From an optimization exercise on the open Yosys and OpenROAD flow, aimed at small area, a short achievable clock period and few clock cycles; shortcuts taken in it are not production practice.
Function was checked by simulation only, so behaviour that the tests miss may differ from the original.

## flow/design.v (module list and top-level ports; edited modules follow where they fit)
// module CONV: 3868 lines
// module FA3: 4 lines
// module HA2: 4 lines
module CONV(
	input		clk,
	input		reset,
	output	reg	busy,
	input		ready,
	output	reg [11:0]	iaddr,
	input	signed [19:0] idata,
	output	 reg cwr,
	output	 reg [11:0]	caddr_wr,
	output	 reg [19:0]	cdata_wr,
	output	 reg	crd,
	output	 reg [11:0]	caddr_rd,
	input	 [19:0]	cdata_rd,
	output reg 	[2:0] 	csel
	);
  // ...
==> flow/flow/run.sh <==
#!/bin/bash
# The standard layout (the standard.sh, unchanged synthesis and steps),
# with the timing repair asked for extra setup slack (SETUP_SLACK_MARGIN) so
# that the resizer also speeds up paths that already meet the 10 ns clock.
# The clock period and constraints are the design's. make's output goes to
# flow_standard.log; each ORFS step also logs under orfs/logs/.
set -euo pipefail
bash standard.sh SETUP_SLACK_MARGIN=6.7 finish > flow_standard.log 2>&1
==> flow/standard.sh <==
#!/bin/bash
# synth_recipe.tcl (not shown) runs the flow's synth.tcl, then flattens the netlist and writes it again
# the make line also repeats each setting of config.mk as NAME=value (left out here)
make -C /OpenROAD-flow-scripts/flow DESIGN_CONFIG=/design/flow/config.mk WORK_HOME=/design/flow/orfs CLKGATE_MAP_FILE= SYNTH_SCRIPT=/design/flow/synth_recipe.tcl "${@:-finish}"
==> flow/config.mk <==
export PLATFORM = sky130hd
export DESIGN_NAME = CONV
export DESIGN_NICKNAME = CONV
export VERILOG_FILES = /design/flow/design.v
export SDC_FILE = /design/flow/constraint.sdc
export NUM_CORES = 4
export LEC_CHECK = 0
export CAP_MARGIN = 20
export CORE_MARGIN = 2
export CORE_UTILIZATION = 62
export CTS_CLUSTER_DIAMETER = 100
export CTS_CLUSTER_SIZE = 25
export SLEW_MARGIN = 20
export SYNTH_HIERARCHICAL = 1
==> flow/constraint.sdc <==
create_clock -name core_clock -period 10.0 [get_ports {clk}]
set_input_delay 2.0000 -clock core_clock [delete_from_list [all_inputs] [get_ports {clk}]]
set_output_delay 2.0000 -clock core_clock [all_outputs]
set_load 0.01 [all_outputs]
==> summary.md, run 1 <==
| Metric | Value |
|---|---|
| Crit-path slowest cell | `fa_2` |
| Residual DRC | `0` |
| Initial Util | `62.9%` |
| Dpl ws | `6090 ps` |
| Syn_area_per_cell | `16.1 um2` |
| GRT Resource Usage Total | `between 30% and 40%` |
| Met2 wire length | `around 57,000 um` |
| Type of origin of the critical path | `flop` |
| Die X-Extent | `approximately 270 um` |
| # Taps | `873` |
| Async S/R FF share, synth | `7.81%` |
| Main combinational cell family by area after synthesis | `adder cells` |
| Port Buf Inserts | `between 100 and 150` |
| Number of synthesized flops with an enable pin | `20` |
| Count of multi-input gates | `1,521` |
| Yosys cell types | `57` |
| Worst Path Arrival | `approximately 3800 ps` |
| Seq cells | `858` |
| Post-Layout Cell Count | `approximately 3,800` |
| CP top delay family | `adder cells` |
| CORE AREA | `67,500 um2` |
| Met2 Usage GRT | `55.6%` |
| CTS tree | `yes` |
| Setup ws final | `6710 ps` |
| FMAX | `0.304 GHz` |
| Met3 GRT Util | `8.94%` |
| Post-synthesis adder-cell area fraction | `49.0%` |
| Worst Hold Launch | `sr19[0]$_DFF_P_` |
| Total wire length | `122,000 um` |
| Placed cell area | `44,500 um2` |
| Inserted Diodes | `0` |
| Slew @ Worst Pin | `1120 ps` |
| Run status | `timing/DRC/antenna clean` |
| Post-Layout Inst Area | `around 47,000 um2` |
| Crit path capture | `r5_21_6$_DFF_P_` |
| Top Usage Layer GRT | `met2` |
| Multi-input logic area | `23,800 um2` |
| Max Cap Viol | `0` |
Testbench counts, summed over its fixed seeds: cycles 83,824.
==> run 2, diff against run 1 <==
--- a/flow/design.v
+++ b/flow/design.v
@@ -3807,17 +3807,17 @@
 always @(posedge clk) r9_37_1 <= t2140;
 wire [37:0] fa = {r9_37_0, r9_36_0, r9_35_0, r9_34_0, ~r9_33_0, ~r9_32_0, r9_31_0, r9_30_0, ~r9_29_0, ~r9_28_0, ~r9_27_0, r9_26_0, r9_25_0, r9_24_0, r9_23_0, r9_22_0, ~r9_21_0, r9_20_0, r9_19_0, r9_18_0, ~r9_17_0, r9_16_0, 1'b0, 1'b0, 1'b0, 1'b0, 1'b0, 1'b0, 1'b0, 1'b0, 1'b0, 1'b0, 1'b0, 1'b0, 1'b0, 1'b0, 1'b0, 1'b0};
 wire [37:0] fb = {~r9_37_1, ~r9_36_1, ~r9_35_1, ~r9_34_1, ~r9_33_1, r9_32_1, r9_31_1, r9_30_1, r9_29_1, ~r9_28_1, r9_27_1, r9_26_1, r9_25_1, r9_24_1, r9_23_1, ~r9_22_1, r9_21_1, r9_20_1, r9_19_1, r9_18_1, r9_17_1, r9_16_1, 1'b0, 1'b0, 1'b0, 1'b0, 1'b0, 1'b0, 1'b0, 1'b0, 1'b0, 1'b0, 1'b0, 1'b0, 1'b0, 1'b0, 1'b0, 1'b0};
 wire [21:0] tsum = fa[37:16] + fb[37:16] + {21'd0, lowc};
 wire [19:0] l0v = tsum[21] ? 20'd0 : tsum[19:0];
 wire        l0go = vp[2];
 reg  [11:0] oc;          
 reg         l0done;      
-reg  [11:0] rc;          
+wire [11:0] rc = oc - 12'd16;
 reg         rdone;       
 reg         rv1, rl1, rf1;   
 reg         rv, rl, rf;      
 reg  [19:0] rq;          
 reg  [19:0] acc;         
 reg  [19:0] hold;        
 reg         hold_v;
 reg  [9:0]  wc;          
@@ -3828,26 +3828,25 @@
 wire        rd1   = (l0go & (|oc[11:4])) | (l0done & ~rdone & ~wr1);
 always @(posedge clk) begin
 	rq <= cdata_rd;
 	acc <= mx;
 	if (!hold_v || wr1) hold <= mx;
 end
 always @(posedge clk or posedge reset) begin
 	if (reset) begin
-		oc <= 12'd0; l0done <= 1'b0; rc <= 12'd0; rdone <= 1'b0;
+		oc <= 12'd0; l0done <= 1'b0; rdone <= 1'b0;
 		rv1 <= 1'b0; rl1 <= 1'b0; rf1 <= 1'b0; rv <= 1'b0; rl <= 1'b0; rf <= 1'b0;
 		hold_v <= 1'b0; wc <= 10'd0; endw <= 1'b0;
 		cwr <= 1'b0; crd <= 1'b0; busy <= 1'b0;
 	end else begin
-		if (l0go) oc <= oc + 12'd1;
+		if (l0go || (l0done && rd1)) oc <= oc + 12'd1;
 		if (l0go && oc == 12'hfff) l0done <= 1'b1;
 		rv1 <= rd1; rl1 <= rd1 && rc[1:0] == 2'd3; rf1 <= rd1 && rc[1:0] == 2'd0;
 		rv <= rv1; rl <= rl1; rf <= rf1;
-		if (rd1) rc <= rc + 12'd1;
 		if (rd1 && rc == 12'hfff) rdone <= 1'b1;
 		if (wr1) hold_v <= hold_v & res_v;
 		else if (res_v) hold_v <= 1'b1;
 		if (wr1) wc <= wc + 10'd1;
 		cwr <= l0go | wr1;
 		crd <= rd1;
 		if (!run && ready && !fin) busy <= 1'b1;
 		endw <= wr1 && wc == 10'h3ff;
==> summary.md, run 2 <==
| Metric | Value |
|---|---|
| Run status | `timing/DRC/antenna clean` |
| Std-Cell Rows | `95` |
| CTS buffer count | `44` |
| Die height | `between 200 and 300 um` |
| GRT Resource Usage Total | `35.2% (-1.3 points)` |
| Clock Path Buffers | `3` |
| Mux share of post-synthesis cell area | `1.08%` |
| Placed cell area | `44,300 um2 (-0.55%)` |
| Yosys warns | `7` |
| Cells after synthesis | `2,618` |
| CP Launch Point | `sr2[12]$_DFF_P_` |
| Yosys cell types | `64 (+12%)` |
| Post-Layout Inst Area | `46,600 um2 (-1.4%)` |
| Synth cell count leaders | `fa_1 (970), dfxtp_1 (771), inv_1 (243)` |
| Compound-Gate Fraction of Synth Area | `2.48%` |
| Total number of vias | `21,657` |
| Main combinational cell family by area after synthesis | `adder cells` |
| Crit Path Category | `flop to flop` |
| Max Cap Viol | `0 (unchanged)` |
| Root Buffer | `clkbuf_16` |
| Post-DRT Antenna Nets | `0` |
| Clk pin slew, worst setup/hold paths | `100 ps` |
| Crit path capture | `r5_15_5$_DFF_P_` |
| Area Growth Syn to Fin | `10.4%` |
| R2R Setup Slk | `6690 ps` |
| Slew @ Worst Pin | `983 ps (-140 ps)` |
| Synth top area cells | `fa_1 (46%), dfxtp_1 (37%), ha_1 (3.3%)` |
| NumNets Final | `around 3,900` |
| Post-synthesis adder-cell area fraction | `49.3% (+0.33 points)` |
| Hold WC Path Type | `flop to flop` |
| Type of origin of the critical path | `flop` |
| Max-slew headroom | `34.4%` |
| Total grt overflow | `0` |
| Post-Route Setup TNS | `0 ps` |
| Final Hold Viols | `0` |
| Vias/cell | `5.87` |
| Most frequent cells in the layout | `fa_1 (963), dfxtp_1 (611), inv_1 (240)` |
| Drt first pass iters | `5` |
| CTS tree | `yes` |
| Top-count cell post-synth | `fa_1` |
| First-pass GRT wire length | `170,000 um` |
| RR Endpoint | `r5_15_5$_DFF_P_` |
| Crit. End Element | `flop` |
| Synth Register Bits | `846` |
| Clock Skew | `19.5 ps` |
| WL per Instance | `~32 um` |
| Initial DRC Count | `2,029` |
| Required time of the critical path | `10,500 ps` |
| Die X-Extent | `265 um (-0.27%)` |
| CORE AREA | `67,300 um2 (-0.35%)` |
| Total wire length | `118,000 um (-3.9%)` |
| Async S/R FF share, synth | `6.50% (-1.3 points)` |
| Final core occ | `approximately 69%` |
| Antenna violations before repair | `7` |
| Reg2Reg Depth | `5` |
| Port Buf Inserts | `102 (unchanged)` |
| Pins Over Slew Limit | `0` |
| Syn_area_per_cell | `16.1 um2 (+0.36%)` |
| Via count of the first global-routing pass | `24,300` |
| Final HPWL DP | `92,000 um` |
| Worst r2r src | `sr2[12]$_DFF_P_` |
| Seq/Total Area, Yosys | `41.2%` |
| RePlAce Congestion | `1.02` |
| XOR/XNOR Fraction of Synth Area | `1.16%` |
| # H-tree levels | `2` |
| Simple-gate area share of the yosys netlist | `2.28%` |
| Crit path time final | `3310 ps` |
| Worst skew pair latency | `630 ps` |
| Most common cell after layout, fill and taps aside | `fa_1` |
| Number of synthesized flops with an enable pin | `20 (unchanged)` |
| Syn nets | `approximately 3,700` |
| Worst Path Max Fanout | `8` |
| Worst Path Arrival | `3810 ps (-30 ps)` |
| Final Setup Violations | `0` |
| Main synth FF type | `dfxtp_1` |
| FMAX | `0.302 GHz (-0.60%)` |
| Yosys top cell by area | `fa_1` |
| Die area | `70,200 um2` |
| RSZ-0062 raised after global routing | `true` |
| Layout cells sized above 1 | `11.6%` |
| Top Ports | `105` |
| Top cell type's share of synthesized area | `46.0%` |
| Fin crit share | `33.1%` |
| Clock Sinks | `846` |
| Mapped Area | `42,200 um2` |
| Initial Util | `62.8% (-0.12 points)` |
| Residual DRC | `0 (unchanged)` |
| Pin count of the biggest net entering global routing | `56` |
[run 2: changes by cell type after synthesis, moves of 6 or more]
cell	delta
a21o_1	-15
a221o_1	+15
a22o_1	-15
dfrtp_1	-12
mux2_4	+8
nand2_1	-17
nor2_1	+7
o211a_1	+14
o32ai_1	+6
xnor2_1	-11
[run 2: through the flow]
step,instances,setup slack [ps],hold slack [ps]
2_1_floorplan,2618,6790,310
3_3_place_gp,3573,6010,310
3_5_place_dp,3573,6030,312
4_1_cts,3644,6540,320
5_1_grt,3685,6620,317
6_report,3689,6690,316
[run 2: cell type report]
type | instances | area, um2
clock inverters | 14 | 209
diodes | 4 | 10.0
clock buffers | 54 | 1140
fillers | 4362 | 20600
flip-flops and latches | 846 | 17900
well taps | 873 | 1090
repair buffers | 150 | 1470
multi-input cells | 1505 | 23900
inverters | 243 | 918
[run 2: repair_timing]
item,CTS,global route
endpoints found under the setup margin,241,56
gates cloned,1,0
hold buffers,0,0
setup buffers,2,41
pin swaps,6,14
resized for setup,285,79
[run 2: kinds of logic (layout without fill, tap and decap cells)]
logic type | Yosys count | after routing
adders and majority gates | 1082 | 1082
DFF | 846 | 846
buffers and inverters | 268 | 461
and+or+nand+nor | 183 | 183
AOI/OAI and AO/OA | 143 | 144
xor gates and xnor gates | 56 | 56
muxes | 38 | 38
other | 2 | 6
[run 2: worst max-delay path, cell delays in order, from the launching register on]
cell	delay, ps
dfxtp_4	540
fa_1	500
fa_1	600
fa_1	480
fa_1	550
fa_1	490
[run 2: worst min path at each step]
stage	end	slack [ps]	startpoint	cells past startpoint
2_1_floorplan	sr10[0]$_DFF_P_	310	sr9[0]$_DFF_P_	0
3_3_place_gp	sr6[18]$_DFF_P_	310	sr5[18]$_DFF_P_	0
3_5_place_dp	sr8[13]$_DFF_P_	310	sr7[13]$_DFF_P_	0
4_1_cts	sr20[19]$_DFF_P_	320	sr19[19]$_DFF_P_	0
5_1_grt	sr20[19]$_DFF_P_	320	sr19[19]$_DFF_P_	0
6_report	sr20[19]$_DFF_P_	320	sr19[19]$_DFF_P_	0
[run 2: modules after synthesis, one instance, submodules excluded]
module | cells inside | area (um2)
CONV | 1634 | 22700
HA2 | 1 | 12.5
FA3 | 1 | 20.0
[run 2: layer usage]
| metal | GRT usage [%] | share of wire (%) | up-vias |
|---|---|---|---|
| met4 | 11.7 | 3.8 | 2 |
| met2 | 52.7 | 45 | 1284 |
| li1 | - | - | 8518 |
| met1 | 48.8 | 40 | 11625 |
| met3 | 12.4 | 12 | 228 |
| met5 | 0 | 0.0068 | - |
Testbench counts of run 2, summed over its fixed seeds: cycles 83,824.

==> port drivers added, routing unchanged <==
The flow's constraints put no driver on any port. The routed layouts listed below were extracted and timed again, unchanged, in two steps.
Step 1 (the two cells are an assumption about what drives the block):
set clk [get_ports {clk}]
set_driving_cell -lib_cell sky130_fd_sc_hd__clkbuf_16 $clk
set_driving_cell -lib_cell sky130_fd_sc_hd__buf_2 [delete_from_list [all_inputs] $clk]
Step 2, shift: input delay + t, output delay - t, t = (earliest + latest rising clock arrival at the registers) / 2. This alone moves slack from input paths to output paths.
Slacks: ideal / step 1 / step 2; pairs: ideal / step 1.
run	t (ns)	setup slack, ns	hold slack, ns	slew at the worst register clock pin (ns)	worst data-port slew with drivers (ns)
run 1	0.700	6.708 / 6.660 / 6.708	0.325 / 0.325 / 0.325	0.10 / 0.10	0.06
run 2	0.682	6.689 / 6.689 / 6.689	0.316 / 0.316 / 0.316	0.10 / 0.10	0.04
After both steps setup and hold are still met in every run listed.
